Source: an optimization exercise on an open RTL-to-GDS flow (aim: small area). Production flows keep margins and buffers that such runs may drop.
In this exercise RTL edits were held to simulation tests only and were not proved equivalent to the original.
Power is estimated from default activity; no workload was simulated.

===== config.mk =====
export PLATFORM = sky130hd
export DESIGN_NAME = fpga_top
export DESIGN_NICKNAME = fpga_top
export VERILOG_FILES = /design/flow/design.v
export SDC_FILE = /design/flow/constraint.sdc
export NUM_CORES = 4
export LEC_CHECK = 0
export ABC_AREA = 1
export CAP_MARGIN = 20
export CORE_MARGIN = 2
export CORE_UTILIZATION = 40
export SLEW_MARGIN = 20

===== constraint.sdc =====
create_clock -name core_clock -period 10.0 [get_ports {CLOCK_50}]
set_input_delay 2.0000 -clock core_clock [delete_from_list [all_inputs] [get_ports {CLOCK_50}]]
set_output_delay 2.0000 -clock core_clock [all_outputs]
set_load 0.01 [all_outputs]

===== design.v =====
module fpga_top(SW, KEY, CLOCK_50, LEDR, HEX0, HEX1);
    input [9:0] SW;
    input [3:0] KEY;
    input CLOCK_50;
    output [9:0] LEDR;
    output [6:0] HEX0, HEX1;
    wire resetn = KEY[0];
    wire go = ~KEY[1];
    wire [7:0] data_result;
    quad_core u0(
        .clk(CLOCK_50),
        .resetn(resetn),
        .go(go),
        .data_in(SW[7:0]),
        .data_result(data_result)
    );
    assign LEDR[9:0] = {2'b00, data_result};
    hex_decoder H0(.hex_digit(data_result[3:0]), .segments(HEX0));
    hex_decoder H1(.hex_digit(data_result[7:4]), .segments(HEX1));
endmodule
module quad_core(
    input clk,
    input resetn,
    input go,
    input [7:0] data_in,
    output reg [7:0] data_result
    );
    reg [3:0] state;
    wire advance = state[3] | (state[0] ^ go);
    wire last    = (state == 4'd12);
    always @(posedge clk) begin
        if (!resetn)
            state <= 4'd0;
        else if (advance)
            state <= last ? 4'd0 : state + 4'd1;
    end
    wire ld_a  = (state == 4'd0);
    wire ld_b  = (state == 4'd2);
    wire ld_c  = (state == 4'd4);
    wire ld_x  = (state == 4'd6) & go;
    reg [7:0] a, b, c;
    wire       ld_bx  = ld_b | ld_x;
    wire [7:0] b_next = (data_in & {8{ld_bx}}) | (b & {8{~ld_bx}});
    wire [7:0] k   = state[3] ? c : b;
    wire [7:0] mac_n;
    wire [7:0] mac = ~mac_n;
    mac8 M0(.m(a), .n(b_next), .kn(~k), .yn(mac_n));
    always @(posedge clk) begin
        if (ld_a)
            a <= data_in;
        else if (ld_x)
            a <= mac;
        b <= b_next;
        if (ld_c)
            c <= data_in;
    end
    always @(posedge clk) begin
        if (!resetn)
            data_result <= 8'd0;
        else if (last)
            data_result <= mac;
    end
endmodule
module hex_decoder(hex_digit, segments);
    input [3:0] hex_digit;
    output [6:0] segments;
    localparam [15:0] SEG0 = 16'h2812,
                      SEG1 = 16'hd860,
                      SEG2 = 16'hd004,
                      SEG3 = 16'h8692,
                      SEG4 = 16'h02ba,
                      SEG5 = 16'h208e,
                      SEG6 = 16'h1083;
    assign segments = {SEG6[hex_digit], SEG5[hex_digit], SEG4[hex_digit],
                       SEG3[hex_digit], SEG2[hex_digit], SEG1[hex_digit],
                       SEG0[hex_digit]};
endmodule
module mac8(m, n, kn, yn);
    input [7:0] m, n, kn;
    output [7:0] yn;
    assign yn = ~(m * n + ~kn);
endmodule

===== flow/run.sh =====
#!/bin/bash
# Layout flow: the standard flow, with the multiply-accumulate module
# mac8 taken from a hand-mapped cell netlist (flow/mac8_cells.v) instead of
# being synthesized, and without Yosys's full-adder extraction for the rest.
set -euo pipefail
here=$(pwd)
python3 - "$FLOW_DESIGN" flow/mac8_cells.v design_cells.v > swap_module.log 2>&1 <<'PY'
import re, sys
src = open(sys.argv[1]).read()
cells = open(sys.argv[2]).read()
m = re.search(r'^\s*module\s+mac8\b.*?^\s*endmodule\b', src, re.S | re.M)
assert m, "module mac8 not found"
src = src[:m.start()] + "\n" + cells + "\n" + src[m.end():]
open(sys.argv[3], 'w').write(src)
print("replaced mac8")
PY
bash standard.sh VERILOG_FILES="$here/design_cells.v" ADDER_MAP_FILE= finish > standard_flow.log 2>&1

===== flow/mac8_cells.v =====
module mac8(m, n, kn, yn);
    input [7:0] m, n, kn;
    output [7:0] yn;
    wire ppn1;
    wire ppn3;
    wire ppn5;
    wire ppn7;
    wire ppn9;
    wire ppn11;
    wire ppn13;
    wire ppn15;
    wire ppn17;
    wire ppn19;
    wire ppn21;
    wire ppn23;
    wire ppn25;
    wire ppn27;
    wire ppn29;
    wire ppn31;
    wire ppn33;
    wire ppn35;
    wire ppn37;
    wire ppn39;
    wire ppn41;
    wire ppn43;
    wire ppn45;
    wire ppn47;
    wire ppn49;
    wire ppn51;
    wire ppn53;
    wire ppn55;
    wire ppn57;
    wire ppn59;
    wire ppn61;
    wire ppn63;
    wire ppn65;
    wire ppn67;
    wire ppn69;
    wire ppn71;
    wire s73;
    wire c74;
    wire s77;
    wire c78;
    wire s80;
    wire c81;
    wire s84;
    wire c85;
    wire s87;
    wire c88;
    wire s90;
    wire c91;
    wire s94;
    wire c95;
    wire s97;
    wire c98;
    wire s100;
    wire c101;
    wire s103;
    wire c104;
    wire s107;
    wire c108;
    wire s110;
    wire c111;
    wire s113;
    wire c114;
    wire s116;
    wire c117;
    wire s119;
    wire c120;
    wire s123;
    wire c124;
    wire s126;
    wire c127;
    wire s129;
    wire c130;
    wire s132;
    wire c133;
    wire s135;
    wire c136;
    wire s138;
    wire c139;
    wire s142;
    wire c143;
    wire s145;
    wire c146;
    wire s148;
    wire c149;
    wire s151;
    wire c152;
    wire s154;
    wire c155;
    wire s157;
    wire c158;
    wire s160;
    wire c161;
    wire x164;
    wire x166;
    wire x168;
    wire x170;
    wire x172;
    wire x174;
    wire x176;
    wire x178;
    wire x180;
    wire x182;
    wire x184;
    wire x186;
    wire x188;
    wire x190;
    sky130_fd_sc_hd__nand2_1 g2 (.A(m[0]), .B(n[0]), .Y(ppn1));
    sky130_fd_sc_hd__nand2_1 g4 (.A(m[1]), .B(n[0]), .Y(ppn3));
    sky130_fd_sc_hd__nand2_1 g6 (.A(m[2]), .B(n[0]), .Y(ppn5));
    sky130_fd_sc_hd__nand2_1 g8 (.A(m[3]), .B(n[0]), .Y(ppn7));
    sky130_fd_sc_hd__nand2_1 g10 (.A(m[4]), .B(n[0]), .Y(ppn9));
    sky130_fd_sc_hd__nand2_1 g12 (.A(m[5]), .B(n[0]), .Y(ppn11));
    sky130_fd_sc_hd__nand2_1 g14 (.A(m[6]), .B(n[0]), .Y(ppn13));
    sky130_fd_sc_hd__nand2_1 g16 (.A(m[7]), .B(n[0]), .Y(ppn15));
    sky130_fd_sc_hd__nand2_1 g18 (.A(m[0]), .B(n[1]), .Y(ppn17));
    sky130_fd_sc_hd__nand2_1 g20 (.A(m[1]), .B(n[1]), .Y(ppn19));
    sky130_fd_sc_hd__nand2_1 g22 (.A(m[2]), .B(n[1]), .Y(ppn21));
    sky130_fd_sc_hd__nand2_1 g24 (.A(m[3]), .B(n[1]), .Y(ppn23));
    sky130_fd_sc_hd__nand2_1 g26 (.A(m[4]), .B(n[1]), .Y(ppn25));
    sky130_fd_sc_hd__nand2_1 g28 (.A(m[5]), .B(n[1]), .Y(ppn27));
    sky130_fd_sc_hd__nand2_1 g30 (.A(m[6]), .B(n[1]), .Y(ppn29));
    sky130_fd_sc_hd__nand2_1 g32 (.A(m[0]), .B(n[2]), .Y(ppn31));
    sky130_fd_sc_hd__nand2_1 g34 (.A(m[1]), .B(n[2]), .Y(ppn33));
    sky130_fd_sc_hd__nand2_1 g36 (.A(m[2]), .B(n[2]), .Y(ppn35));
    sky130_fd_sc_hd__nand2_1 g38 (.A(m[3]), .B(n[2]), .Y(ppn37));
    sky130_fd_sc_hd__nand2_1 g40 (.A(m[4]), .B(n[2]), .Y(ppn39));
    sky130_fd_sc_hd__nand2_1 g42 (.A(m[5]), .B(n[2]), .Y(ppn41));
    sky130_fd_sc_hd__nand2_1 g44 (.A(m[0]), .B(n[3]), .Y(ppn43));
    sky130_fd_sc_hd__nand2_1 g46 (.A(m[1]), .B(n[3]), .Y(ppn45));
    sky130_fd_sc_hd__nand2_1 g48 (.A(m[2]), .B(n[3]), .Y(ppn47));
    sky130_fd_sc_hd__nand2_1 g50 (.A(m[3]), .B(n[3]), .Y(ppn49));
    sky130_fd_sc_hd__nand2_1 g52 (.A(m[4]), .B(n[3]), .Y(ppn51));
    sky130_fd_sc_hd__nand2_1 g54 (.A(m[0]), .B(n[4]), .Y(ppn53));
    sky130_fd_sc_hd__nand2_1 g56 (.A(m[1]), .B(n[4]), .Y(ppn55));
    sky130_fd_sc_hd__nand2_1 g58 (.A(m[2]), .B(n[4]), .Y(ppn57));
    sky130_fd_sc_hd__nand2_1 g60 (.A(m[3]), .B(n[4]), .Y(ppn59));
    sky130_fd_sc_hd__nand2_1 g62 (.A(m[0]), .B(n[5]), .Y(ppn61));
    sky130_fd_sc_hd__nand2_1 g64 (.A(m[1]), .B(n[5]), .Y(ppn63));
    sky130_fd_sc_hd__nand2_1 g66 (.A(m[2]), .B(n[5]), .Y(ppn65));
    sky130_fd_sc_hd__nand2_1 g68 (.A(m[0]), .B(n[6]), .Y(ppn67));
    sky130_fd_sc_hd__nand2_1 g70 (.A(m[1]), .B(n[6]), .Y(ppn69));
    sky130_fd_sc_hd__nand2_1 g72 (.A(m[0]), .B(n[7]), .Y(ppn71));
    sky130_fd_sc_hd__xnor2_1 g75 (.A(ppn1), .B(kn[0]), .Y(s73));
    sky130_fd_sc_hd__or2_1 g76 (.A(ppn1), .B(kn[0]), .X(c74));
    assign yn[0] = s73;
    sky130_fd_sc_hd__fa_1 g79 (.A(ppn3), .B(ppn17), .CIN(kn[1]), .COUT(c78), .SUM(s77));
    sky130_fd_sc_hd__xnor2_1 g82 (.A(c74), .B(s77), .Y(s80));
    sky130_fd_sc_hd__or2_1 g83 (.A(c74), .B(s77), .X(c81));
    assign yn[1] = s80;
    sky130_fd_sc_hd__fa_1 g86 (.A(ppn5), .B(ppn19), .CIN(ppn31), .COUT(c85), .SUM(s84));
    sky130_fd_sc_hd__fa_1 g89 (.A(kn[2]), .B(c78), .CIN(c81), .COUT(c88), .SUM(s87));
    sky130_fd_sc_hd__xnor2_1 g92 (.A(s84), .B(s87), .Y(s90));
    sky130_fd_sc_hd__or2_1 g93 (.A(s84), .B(s87), .X(c91));
    assign yn[2] = s90;
    sky130_fd_sc_hd__fa_1 g96 (.A(ppn7), .B(ppn21), .CIN(ppn33), .COUT(c95), .SUM(s94));
    sky130_fd_sc_hd__fa_1 g99 (.A(ppn43), .B(kn[3]), .CIN(c85), .COUT(c98), .SUM(s97));
    sky130_fd_sc_hd__fa_1 g102 (.A(c88), .B(c91), .CIN(s94), .COUT(c101), .SUM(s100));
    sky130_fd_sc_hd__xnor2_1 g105 (.A(s97), .B(s100), .Y(s103));
    sky130_fd_sc_hd__or2_1 g106 (.A(s97), .B(s100), .X(c104));
    assign yn[3] = s103;
    sky130_fd_sc_hd__fa_1 g109 (.A(ppn9), .B(ppn23), .CIN(ppn35), .COUT(c108), .SUM(s107));
    sky130_fd_sc_hd__fa_1 g112 (.A(ppn45), .B(ppn53), .CIN(kn[4]), .COUT(c111), .SUM(s110));
    sky130_fd_sc_hd__fa_1 g115 (.A(c95), .B(c98), .CIN(c101), .COUT(c114), .SUM(s113));
    sky130_fd_sc_hd__fa_1 g118 (.A(c104), .B(s107), .CIN(s110), .COUT(c117), .SUM(s116));
    sky130_fd_sc_hd__xnor2_1 g121 (.A(s113), .B(s116), .Y(s119));
    sky130_fd_sc_hd__or2_1 g122 (.A(s113), .B(s116), .X(c120));
    assign yn[4] = s119;
    sky130_fd_sc_hd__fa_1 g125 (.A(ppn11), .B(ppn25), .CIN(ppn37), .COUT(c124), .SUM(s123));
    sky130_fd_sc_hd__fa_1 g128 (.A(ppn47), .B(ppn55), .CIN(ppn61), .COUT(c127), .SUM(s126));
    sky130_fd_sc_hd__fa_1 g131 (.A(kn[5]), .B(c108), .CIN(c111), .COUT(c130), .SUM(s129));
    sky130_fd_sc_hd__fa_1 g134 (.A(c114), .B(c117), .CIN(c120), .COUT(c133), .SUM(s132));
    sky130_fd_sc_hd__fa_1 g137 (.A(s123), .B(s126), .CIN(s129), .COUT(c136), .SUM(s135));
    sky130_fd_sc_hd__xnor2_1 g140 (.A(s132), .B(s135), .Y(s138));
    sky130_fd_sc_hd__or2_1 g141 (.A(s132), .B(s135), .X(c139));
    assign yn[5] = s138;
    sky130_fd_sc_hd__fa_1 g144 (.A(ppn13), .B(ppn27), .CIN(ppn39), .COUT(c143), .SUM(s142));
    sky130_fd_sc_hd__fa_1 g147 (.A(ppn49), .B(ppn57), .CIN(ppn63), .COUT(c146), .SUM(s145));
    sky130_fd_sc_hd__fa_1 g150 (.A(ppn67), .B(kn[6]), .CIN(c124), .COUT(c149), .SUM(s148));
    sky130_fd_sc_hd__fa_1 g153 (.A(c127), .B(c130), .CIN(c133), .COUT(c152), .SUM(s151));
    sky130_fd_sc_hd__fa_1 g156 (.A(c136), .B(c139), .CIN(s142), .COUT(c155), .SUM(s154));
    sky130_fd_sc_hd__fa_1 g159 (.A(s145), .B(s148), .CIN(s151), .COUT(c158), .SUM(s157));
    sky130_fd_sc_hd__xnor2_1 g162 (.A(s154), .B(s157), .Y(s160));
    sky130_fd_sc_hd__or2_1 g163 (.A(s154), .B(s157), .X(c161));
    assign yn[6] = s160;
    sky130_fd_sc_hd__xor2_1 g165 (.A(ppn15), .B(ppn29), .X(x164));
    sky130_fd_sc_hd__xor2_1 g167 (.A(ppn41), .B(ppn51), .X(x166));
    sky130_fd_sc_hd__xor2_1 g169 (.A(ppn59), .B(ppn65), .X(x168));
    sky130_fd_sc_hd__xor2_1 g171 (.A(ppn69), .B(ppn71), .X(x170));
    sky130_fd_sc_hd__xor2_1 g173 (.A(kn[7]), .B(c143), .X(x172));
    sky130_fd_sc_hd__xor2_1 g175 (.A(c146), .B(c149), .X(x174));
    sky130_fd_sc_hd__xor2_1 g177 (.A(c152), .B(c155), .X(x176));
    sky130_fd_sc_hd__xor2_1 g179 (.A(c158), .B(c161), .X(x178));
    sky130_fd_sc_hd__xor2_1 g181 (.A(x164), .B(x166), .X(x180));
    sky130_fd_sc_hd__xor2_1 g183 (.A(x168), .B(x170), .X(x182));
    sky130_fd_sc_hd__xor2_1 g185 (.A(x172), .B(x174), .X(x184));
    sky130_fd_sc_hd__xor2_1 g187 (.A(x176), .B(x178), .X(x186));
    sky130_fd_sc_hd__xor2_1 g189 (.A(x180), .B(x182), .X(x188));
    sky130_fd_sc_hd__xor2_1 g191 (.A(x184), .B(x186), .X(x190));
    sky130_fd_sc_hd__xnor2_1 g192 (.A(x188), .B(x190), .Y(yn[7]));
endmodule

===== standard.sh =====
#!/bin/bash
# synth_recipe.tcl (not shown) runs the flow's synth.tcl, then flattens the netlist and writes it again
# the make line also repeats each setting of config.mk as NAME=value (left out here)
make -C /OpenROAD-flow-scripts/flow DESIGN_CONFIG=/design/flow/config.mk WORK_HOME=/design/flow/orfs CLKGATE_MAP_FILE= SYNTH_SCRIPT=/design/flow/synth_recipe.tcl "${@:-finish}"

==> impl_metrics.ini, run 1 <==
[outcome]
outcome = finished clean

[worst_hold_path]
hold_start = u0.b[7]$_DFF_P_
holdPathEnd = u0.b[7]$_DFF_P_
hold_depth = 2
hold_path.class = flop to flop

[sta]
tns_ps = 0
hold_slack_ps = 496
setup_viol = 0
tightestPinTransition_ps = 687
skew_ps = 7.14
timing.slew.headroom_pct = 54.1
maxSlewViolCount = 0
fmax_mhz = 114
hold_viol = 0
period_needed_ps = 8780
rsz0062_at_grt = no
setup_slack_ps = 1220
min_period_over_period_pct = 87.8

[power_and_ir_drop]
power_per_cell_area_nw_per_um2 = 354
p_int_mw = 0.604
sw_frac_of_total_pct = 44.7
seq_power_share_pct = 21.7
p_leak_nw = 1.20
max-vdd-ir-drop_v = 0.000276
power_mw = 1.09
p_clk_share_pct = 9.0
switchingPower_mw = 0.488
share_comb_of_total_power_pct = 69.3

[drt]
vias_per_cell = 4.92
drt_first_pass_iters = 4
drt_iter0_drc = 67
drc_errors = 0
vias = 2136
wire_per_inst_um = 12.5
wl_um = 5440
ant_nets = 0

[cts]
cts_root_buf = clkbuf_8
clockBufferDepth = 2
h-tree-depth = 2
clk_latency_ps = 280
cts_setup_buffers = 0
path_clk_slew_ps = 70
cts_tree = done
cts-resized-gates = 0
cts.sinks = 36
numCtsBuffers = 5
cts_hold_buffers = 0

[logic_synthesis]
syn_area_sq_um = 2670
yosysSeqAreaShare_pct = 33.1
synth_area_per_cell_sq_um = 8.18
yosysUniqueCellTypes = 29
yosysWarningCount = 1
netlist_instances = 326
ys_ff_latch = 36

[final_layout]
instances_no_fill = 434
drive_gt1_share_pct = 5.32
final_nets = 392
antenna_cells = 0
areaGrowthSynthToFinish_pct = 15.9
mostFrequentLayoutCells = nand2_1 (108), nor2_1 (35), clkdlybuf4s50_1 (32)
final_util_pct = 48.4
final_common_cell = nand2_1
final_cell_area_sq_um = 3090

[setup_path]
slowest_delay_ps = 530
path_cells = clkdlybuf4s50_1, nor2_2, nand3_2, nand2_4, nand2_1, nand2_1, nand2_1, fa_1, or2_1, fa_1, or2_1, fa_1, or2_1, fa_1, or2_1, fa_1, fa_1, fa_1, or2_1, xor2_1, xor2_1, xor2_1, xnor2_1, a21oi_1
end_kind = flop
reg2reg_depth = 23
critical_path_arrival_ps = 8810
r2r-start = u0.state[3]$_SDFFE_PN0P_
r2r_setup_slack_ps = 2700
crit_top_cell = fa_1
r2r_end = u0.a[7]$_DFFE_PP_
crit_type = input pin to flop
cp-startpoint = KEY[1]
startpoint_type = input pin
cp_max_fo = 10
required_ps = 10020
slowest_stage = fa_1

[placement]
pre_cts_ws_ps = 874
place_area_sq_um = 3010
gp_congestion = 0.848
dp_cells = 426
port_buffers = 32
place_hpwl_um = 4340

[global_route]
grt_pass1_vias = 1980
top_usage_layer = met2
use_met1_pct = 22.2
grt_max_degree = 18
grt_use_met3_pct = 2.98
antenna_found_initial = 0
grt_pass1_wl_um = 9430
track_usage_pct = 16.0
grt_remaining_overflow = 0
use_met2_pct = 26.1

[floorplanning]
die_area_sq_um = 7330
core_area_sq_um = 6390
io_pins = 39
die_w_um = 85.6
start_util_pct = 41.7
die_h_um = 85.6
rows = 29

[flow_run]
maxCapViolations = 0
## metal layers
| layer | wire length [um] | up-vias |
|---|---|---|
| met3 | 262 | 5 |
| li1 | - | 1101 |
| met2 | 2460 | 54 |
| met1 | 2660 | 976 |
| met5 | 0 | - |
| met4 | 51 | 0 |
## sequential cells by signal (all words and copies together), names as in the netlist
register,cells
u0.c,8
u0.data_result,8
u0.b,8
u0.state,4
u0.a,8
## power by group through the flow
stage,sequential (mW),clock [mW],combinational [mW]
after global placement,0.240,0,0.736
final,0.237,0.0979,0.757
after floorplan,0.227,0,0.636
after global routing,0.241,0.108,0.855
after CTS,0.237,0.102,0.765
after detailed placement,0.239,0,0.764
## worst max-delay path by stage
stage	endpoint	slack [ps]	cells after the start
2_1_floorplan	u0.a[7]$_DFFE_PP_	1880	23
3_3_place_gp	u0.a[7]$_DFFE_PP_	940	24
3_5_place_dp	u0.a[7]$_DFFE_PP_	870	24
4_1_cts	u0.a[7]$_DFFE_PP_	1170	24
5_1_grt	u0.data_result[7]$_SDFFE_PN0N_	820	26
6_report	u0.a[7]$_DFFE_PP_	1220	24
## final cells by class
class,instances,area (sq um)
clock buffer,7,76.3
clock inverter,1,5.00
fill,641,3300
inverter,17,63.8
multi-input combinational,263,1640
sequential,36,881
tap,77,96.3
timing repair buffer,33,328
## kinds of logic after synthesis
group,Yosys count,synth area share (%)
AO/OA/AOI/OAI,25,5.16
XOR/XNOR,22,7.23
adder cells (fa/ha/maj),21,15.8
buffers and inverters,28,5.63
flip-flops,36,33.1
multiplexers,8,3.00
other,1,0.141
AND/OR/NAND/NOR,185,30.0
## cell usage after synthesis
| cell | number | share of area, % |
|---|---|---|
| nand4_1 | 1 | 0.23 |
| edfxtp_1 | 16 | 18 |
| a21oi_1 | 9 | 1.7 |
| nor3_1 | 1 | 0.19 |
| nand2_1 | 108 | 15 |
| inv_1 | 14 | 2.0 |
| nand3_2 | 2 | 0.75 |
| nand2_2 | 2 | 0.47 |
| o21a_1 | 2 | 0.56 |
| buf_2 | 3 | 0.56 |
| conb_1 | 1 | 0.14 |
| nor2_1 | 35 | 4.9 |
| fa_1 | 21 | 16 |
| clkbuf_1 | 1 | 0.14 |
| xor2_1 | 14 | 4.6 |
| buf_6 | 4 | 1.7 |
| or2_1 | 7 | 1.6 |
| o22ai_1 | 2 | 0.47 |
| o21ai_0 | 10 | 1.9 |
| nor2_8 | 1 | 0.75 |
| nand3_1 | 24 | 4.5 |
| a22oi_1 | 2 | 0.56 |
| dfxtp_1 | 20 | 15 |
| nor2_2 | 2 | 0.47 |
| nand2_4 | 2 | 0.85 |
| buf_4 | 3 | 0.85 |
| inv_2 | 3 | 0.42 |
| xnor2_1 | 8 | 2.6 |
| mux2i_1 | 8 | 3.0 |
## critical path, delay by kind of cell
| family | cells | cell delay, ps |
|---|---|---|
| adders and majority gates | 7 | 3330 |
| and+or+nand+nor | 11 | 2220 |
| xor gates and xnor gates | 4 | 710 |
| buffers and inverters | 1 | 450 |
| AOI/OAI and AO/OA | 1 | 90 |
==> run 2: changes to the inputs <==
==> flow/run.sh (replaced) <==
#!/bin/bash
# Layout flow: the standard flow (standard.sh) with three changes to
# synthesis only:
#  - module mac8 (the multiply-accumulate array) is taken from the
#    hand-mapped cell netlist flow/mac8_cells.v instead of being synthesized;
#  - Yosys's full-adder extraction is off for the rest (ADDER_MAP_FILE=);
#  - ABC maps with flow/abc_area_deep.script (area-oriented, no upsizing).
# Registers are inferred from the RTL exactly as in the standard synthesis.
set -euo pipefail
here=$(pwd)
python3 - "$FLOW_DESIGN" flow/mac8_cells.v design_cells.v > swap_module.log 2>&1 <<'PY'
import re, sys
src = open(sys.argv[1]).read()
cells = open(sys.argv[2]).read()
m = re.search(r'^\s*module\s+mac8\b.*?^\s*endmodule\b', src, re.S | re.M)
assert m, "module mac8 not found"
src = src[:m.start()] + "\n" + cells + "\n" + src[m.end():]
open(sys.argv[3], 'w').write(src)
print("replaced mac8")
PY
cp flow/abc_area_deep.script abc_area_deep.script
{
  head -n 1 synth_recipe.tcl
  cat <<TCL
proc abc {args} {
  set i [lsearch -exact \$args -script]
  if {\$i >= 0} { set args [lreplace \$args [expr {\$i+1}] [expr {\$i+1}] $here/abc_area_deep.script] }
  set j [lsearch -exact \$args -D]
  if {\$j >= 0} { set args [lreplace \$args \$j [expr {\$j+1}]] }
  yosys abc {*}\$args
}
TCL
  tail -n +2 synth_recipe.tcl
} > my_synth.tcl
bash standard.sh VERILOG_FILES="$here/design_cells.v" ADDER_MAP_FILE= SYNTH_SCRIPT="$here/my_synth.tcl" finish > standard_flow.log 2>&1
==> flow/abc_area_deep.script (new file) <==
strash
&get -n
&deepsyn -T 30
&put
dch
map -a
topo
==> run 2 against run 1 <==
Synthesized area decreased by 12%. Still clean. Via count fell by 15%. Flip-flop and latch count unchanged. Wire length shrank 6.9%.
==> impl_metrics.ini, run 2 <==
[logic_synthesis]
synth_ff_type = dfxtp_1
synth_area_per_cell_sq_um = 9.59
synth_commonest_cells = nand2_1 (41), nor2_1 (41), fa_1 (21)
ys_ff_latch = 36
synthXorXnorAreaFrac_pct = 8.61
synth_area_leader_cell = edfxtp_1
synth_edf_count = 16
yosysWarningCount = 1
synthAdderAreaFrac_pct = 18.0
yosysSeqAreaShare_pct = 37.6
yosysUniqueCellTypes = 23
synth_area_leaders = edfxtp_1 (21%), fa_1 (18%), dfxtp_1 (17%)
synth_top_family_by_area = adder cells
synth_compound_gate_area_share_pct = 8.50
async_flop_share_pct = 0
synthMuxAreaShare_pct = 7.75
syn_area_sq_um = 2340
netlist.area_leader.share_pct = 20.5
netlist_instances = 244
synth_simple_gate_area_share_pct = 16.2

[cts]
cts-resized-gates = 0
clk_latency_ps = 290
h-tree-depth = 2
cts_setup_buffers = 0
cts.sinks = 36
path_clk_slew_ps = 70
clockBufferDepth = 2
cts_hold_buffers = 0
cts_tree = done
numCtsBuffers = 5
cts_root_buf = clkbuf_8

[final_layout]
fill_cells = 529
antenna_cells = 0
drive_gt1_share_pct = 8.01
mostFrequentLayoutCells = nor2_1 (41), nand2_1 (41), clkdlybuf4s50_1 (32)
final_cell_area_sq_um = 2900
final_nets = 322
areaGrowthSynthToFinish_pct = 23.8

[power_and_ir_drop]
power_mw = 1.11
max-vdd-ir-drop_v = 0.000249
p_leak_nw = 1.02
power_per_cell_area_nw_per_um2 = 382

[sta]
setup_viol = 0
fmax_mhz = 112
hold_viol = 0
tns_ps = 0
maxSlewViolCount = 0
timing.slew.headroom_pct = 50.3
min_period_over_period_pct = 89.1
tightestPinTransition_ps = 744
period_needed_ps = 8910
rsz0062_at_grt = no
skew_ps = 3.98

[setup_path]
crit_top_cell = fa_1
slowest_delay_ps = 540
cp_max_fo = 8
path_cells = clkdlybuf4s50_1, clkinv_1, o211ai_1, mux2_2, nand2_1, fa_1, or2_1, fa_1, or2_1, fa_1, or2_1, fa_1, or2_1, fa_1, fa_1, fa_1, or2_1, xor2_1, xor2_1, xor2_1, xnor2_1, a21oi_1
r2r_setup_slack_ps = 2760
r2r-start = u0.state[2]$_SDFFE_PN0P_
required_ps = 10020
reg2reg_depth = 21
r2r_end = u0.a[7]$_DFFE_PP_
startpoint_type = input pin
critical_path_arrival_ps = 8930
slowest_stage = fa_1
end_kind = flop
crit_type = input pin to flop

[floorplanning]
die_area_sq_um = 6480
die_h_um = 80.5
start_util_pct = 42.0
rows = 27
die_w_um = 80.5
core_area_sq_um = 5570
io_pins = 39

[global_route]
grt_pass1_vias = 1786
grt_max_degree = 18
track_usage_pct = 18.0
grt_pass1_wl_um = 8560
grt_remaining_overflow = 0
antenna_found_initial = 0

[drt]
wl_um = 5060
vias = 1810
ant_nets = 0
wl_met1_um = 2350
wl_met2_um = 2370
top_layer = met4
drt_iter0_drc = 65
drt_first_pass_iters = 4
drc_errors = 0
wire_per_inst_um = 14.1
wl_met3_um = 245
vias_per_cell = 5.04

[placement]
gp_congestion = 0.762
place_area_sq_um = 2780
port_buffers = 32
place_hpwl_um = 3910

[outcome]
outcome = finished clean

[worst_hold_path]
holdPathEnd = u0.state[3]$_SDFFE_PN0P_
hold_start = u0.state[2]$_SDFFE_PN0P_
hold_depth = 1
hold_path.class = flop to flop

[flow_run]
maxCapViolations = 0
[run 2: changes by cell type after synthesis, sizes merged, moves of 4 or more]
| cell | change |
|---|---|
| clkinv | +16 |
| nand3 | -23 |
| a21oi | +4 |
| inv | -17 |
| o22ai | +8 |
| nand2 | -71 |
| o21ai | -4 |
| buf | -8 |
| mux2 | +9 |
[run 2: layer usage]
metal	track usage, %	up-vias
li1	-	896
met1	23.1	853
met2	29.5	52
met3	4.16	9
met4	6.61	0
met5	0	-
[run 2: final cells by class]
type,instances,area [sq um],share of cell area (%)
multi-input combinational,191,1400,48.1
timing repair buffer,36,350,12.1
tap,72,90.1,3.11
sequential,36,881,30.4
clock buffer,8,121,4.19
inverter,16,60.1,2.07
[run 2: metrics by stage]
stage / instances / hold WS (ps) / setup slack [ps] / utilization (%)
finish: 359 / 493 / 1090 / 52.0
floorplan: 245 / 439 / 1550 / -
global placement: 351 / 465 / 795 / 49.8
CTS: 359 / 492 / 1070 / 52.0
global route: 359 / 525 / 790 / 52.0
detailed placement: 351 / 480 / 773 / 49.8
[run 2: worst max-delay path by stage]
stage          cells after the start  startpoint                 to  slack [ps]
2_1_floorplan                     21      KEY[1]  u0.a[7]$_DFFE_PP_        1550
3_3_place_gp                      22      KEY[1]  u0.a[7]$_DFFE_PP_         800
3_5_place_dp                      22      KEY[1]  u0.a[7]$_DFFE_PP_         770
4_1_cts                           22      KEY[1]  u0.a[7]$_DFFE_PP_        1070
5_1_grt                           22      KEY[1]  u0.a[7]$_DFFE_PP_         790
6_report                          22      KEY[1]  u0.a[7]$_DFFE_PP_        1090
[run 2: report_power, final]
part           internal [mW]  switching (mW)  total, mW
Combinational          0.346           0.421      0.766
Sequential             0.193          0.0196      0.212
Clock                 0.0779          0.0517      0.130
[run 2: cells by family after synthesis]
kind of cell,after synthesis
AO/OA/AOI/OAI,34
XOR/XNOR,23
adder cells (fa/ha/maj),21
buffers and inverters,18
flip-flops,36
multiplexers,17
other,1
AND/OR/NAND/NOR,94
[run 2: worst max-delay path, delay by kind of cell]
kind | cells | cell delay (ps)
AND/OR/NAND/NOR | 6 | 1340
multiplexers | 1 | 480
XOR/XNOR | 4 | 730
buffers and inverters | 2 | 550
adder cells (fa/ha/maj) | 7 | 3320
AO/OA/AOI/OAI | 2 | 510
==> run 3: changes to the inputs <==
--- a/flow/run.sh
+++ b/flow/run.sh
@@ -32,4 +32,7 @@
 TCL
   tail -n +2 synth_recipe.tcl
 } > my_synth.tcl
-bash standard.sh VERILOG_FILES="$here/design_cells.v" ADDER_MAP_FILE= SYNTH_SCRIPT="$here/my_synth.tcl" finish > standard_flow.log 2>&1
+bash standard.sh VERILOG_FILES="$here/design_cells.v" ADDER_MAP_FILE= SYNTH_SCRIPT="$here/my_synth.tcl" \
+  BUFFER_PORTS_ARGS="-inputs -outputs -buffer_cell sky130_fd_sc_hd__buf_1" \
+  CTS_ARGS="-sink_clustering_enable -repair_clock_nets -dont_use_dummy_load -buf_list sky130_fd_sc_hd__clkbuf_8 -sink_clustering_size 40 -sink_clustering_max_diameter 200" \
+  finish > standard_flow.log 2>&1
==> run 3 against run 2 <==
Via count increased by 1.9%. Still clean on timing, DRC and antenna. Wire length fell by 2.1%. Non-clock buffer count did not move. Power is 1.9% lower. Flip-flop and latch count is the same. Largest cell class unchanged. Worst setup slack better by 400 ps. Global-route usage is 0.68 points lower. Fmax grew 4.7%. Register-to-register slack gained 40 ps. Highest routed layer unchanged. Worst hold slack worse by 14 ps. Clock-buffer cell count shrank 3. Critical endpoint unchanged.
==> impl_metrics.ini, run 3 <==
[global_route]
antenna_found_initial = 0
grt_remaining_overflow = 0
track_usage_pct = 17.3
grt_pass1_wl_um = 8430
grt_max_degree = 18
grt_pass1_vias = 1726

[logic_synthesis]
syn_area_sq_um = 2340
ys_ff_latch = 36
yosysSeqAreaShare_pct = 37.6
yosysUniqueCellTypes = 23
async_flop_share_pct = 0
synth_area_leader_cell = edfxtp_1
yosysWarningCount = 1
synth_area_leaders = edfxtp_1 (21%), fa_1 (18%), dfxtp_1 (17%)
synth_edf_count = 16
synth_area_per_cell_sq_um = 9.59
synth_commonest_cells = nand2_1 (41), nor2_1 (41), fa_1 (21)
netlist_instances = 244
synth_ff_type = dfxtp_1
netlist.area_leader.share_pct = 20.5

[sta]
setup_viol = 0
period_needed_ps = 8510
tns_ps = 0
fmax_mhz = 118
skew_ps = 23.2
min_period_over_period_pct = 85.1
tightestPinTransition_ps = 704
rsz0062_at_grt = no
maxSlewViolCount = 0
timing.slew.headroom_pct = 52.9
hold_viol = 0

[setup_path]
r2r_end = u0.a[7]$_DFFE_PP_
cp_max_fo = 8
end_kind = flop
startpoint_type = input pin
reg2reg_depth = 21
required_ps = 10020
r2r-start = u0.state[2]$_SDFFE_PN0P_
r2r_setup_slack_ps = 2800
crit_type = input pin to flop
critical_path_arrival_ps = 8530

[final_layout]
areaGrowthSynthToFinish_pct = 13.0
drive_gt1_share_pct = 7.04
final_nets = 322
antenna_cells = 0
mostFrequentLayoutCells = nor2_1 (41), nand2_1 (41), buf_1 (32)
fill_cells = 548

[floorplanning]
die_w_um = 80.5
start_util_pct = 42.0
io_pins = 39
core_area_sq_um = 5570
rows = 27
die_area_sq_um = 6480
die_h_um = 80.5

[drt]
drc_errors = 0
wl_um = 4960
drt_iter0_drc = 130
vias_per_cell = 5.18
wire_per_inst_um = 13.9
ant_nets = 0
drt_first_pass_iters = 4
vias = 1844

[cts]
cts_hold_buffers = 0
cts_setup_buffers = 0
cts_tree = done
numCtsBuffers = 5
clockBufferDepth = 2
cts-resized-gates = 0
h-tree-depth = 2
cts_root_buf = clkbuf_8
clk_latency_ps = 300
path_clk_slew_ps = 80
cts.sinks = 36

[worst_hold_path]
hold_depth = 1
holdPathEnd = u0.state[3]$_SDFFE_PN0P_
hold_path.class = flop to flop
hold_start = u0.state[2]$_SDFFE_PN0P_

[placement]
port_buffers = 32
place_hpwl_um = 3780
gp_congestion = 0.756

[outcome]
outcome = finished clean

[power_and_ir_drop]
power_per_cell_area_nw_per_um2 = 411
max-vdd-ir-drop_v = 0.000197
p_leak_nw = 0.918
power_mw = 1.09

[flow_run]
maxCapViolations = 0
[run 3: cell count changes in the layout (fill, tap and decap cells not counted)]
cell,delta
clkbuf_8,-2
clkbuf_16,-1
clkdlybuf4s50_1,-32
buf_1,+32
[run 3: logic make-up (layout without fill, tap and decap cells)]
kind of cell | Yosys count | count (layout) | share of synthesized area [%]
compound gates | 34 | 34 | 8.50
xor+xnor | 23 | 23 | 8.61
fa+ha+maj | 21 | 21 | 18.0
buf+inv | 18 | 57 | 3.21
flops | 36 | 36 | 37.6
mux | 17 | 17 | 7.75
other cells | 1 | 2 | 0.160
simple gates | 94 | 94 | 16.2
[run 3: where the power goes]
| part | internal (mW) | switching (mW) | leakage [nW] |
|---|---|---|---|
| registers | 0.193 | 0.0205 | 0.315 |
| clock network | 0.0448 | 0.0486 | 0.0359 |
| logic | 0.344 | 0.436 | 0.567 |
| total | 0.581 | 0.505 | 0.918 |
[run 3: layer usage]
layer / track usage, % / up-vias / wire length (um)
met3: 3.15 / 7 / 238
li1: - / 901 / -
met1: 23.4 / 883 / 2380
met4: 5.59 / 0 / 53
met5: 0 / - / 0
met2: 28.0 / 53 / 2280
[run 3: final cells by class]
| type | instances | area (sq um) | share of cell area [%] |
|---|---|---|---|
| multi-input combinational | 191 | 1400 | 52.7 |
| clock buffer | 5 | 68.8 | 2.60 |
| timing repair buffer | 36 | 150 | 5.68 |
| sequential | 36 | 881 | 33.3 |
| tap | 72 | 90.1 | 3.41 |
| inverter | 16 | 60.1 | 2.27 |
[run 3: critical path, cell delays in order]
cell	delay [ps]
buf_1	90
clkinv_1	90
o211ai_1	420
mux2_2	470
nand2_1	110
fa_1	440
or2_1	260
fa_1	460
or2_1	240
fa_1	510
or2_1	250
fa_1	510
or2_1	240
fa_1	370
fa_1	530
fa_1	460
or2_1	240
xor2_1	170
xor2_1	180
xor2_1	210
xnor2_1	180
a21oi_1	90
[run 3: how the worst max path moves through the flow]
stage,endpoint,start
CTS,u0.a[7]$_DFFE_PP_,KEY[1]
global route,u0.a[7]$_DFFE_PP_,KEY[1]
finish,u0.a[7]$_DFFE_PP_,KEY[1]
global placement,u0.a[7]$_DFFE_PP_,KEY[1]
detailed placement,u0.a[7]$_DFFE_PP_,KEY[1]
floorplan,u0.a[7]$_DFFE_PP_,KEY[1]
[run 3: through the flow]
step	instances	hold WS (ps)	setup WS, ps	util [%]	instance area, sq um
6_report	356	479	1490	47.5	2650
5_1_grt	356	544	1150	47.5	2650
4_1_cts	356	478	1460	47.5	2650
3_5_place_dp	351	456	1180	46.2	2580
3_3_place_gp	351	461	1200	46.2	2580
2_1_floorplan	245	439	1550	-	2340

[static timing again, ports no longer ideal]
The flow's constraints put no driver on any port. The routed layouts listed below were extracted and timed again, unchanged, in two steps.
Step 1: set_driving_cell puts a clkbuf_16 on CLOCK_50 and a buf_2 on each other input, an assumption about the parent block.
Step 2 also shifts input and output timing later by t, the mid clock arrival at the registers, as if the neighbouring blocks saw the same clock.
Three values: ideal ports, drivers, drivers and shift; two values: the first two.
run	shift t [ns]	setup WS [ns]	hold WS [ns]	slew at the worst register clock pin (ns)	pins driven straight from the clock port
run 1	0.307	1.215 / 1.221 / 0.913	0.496 / 0.496 / 0.496	0.07 / 0.07	1
run 2	0.314	1.088 / 1.091 / 0.777	0.493 / 0.493 / 0.493	0.07 / 0.07	1
run 3	0.311	1.490 / 1.496 / 1.184	0.479 / 0.479 / 0.479	0.08 / 0.08	1
After both steps every run listed still meets setup and hold. For run 2, which loses most, drivers alone change the setup slack by +0.003 ns; drivers and shift together by -0.311 ns.
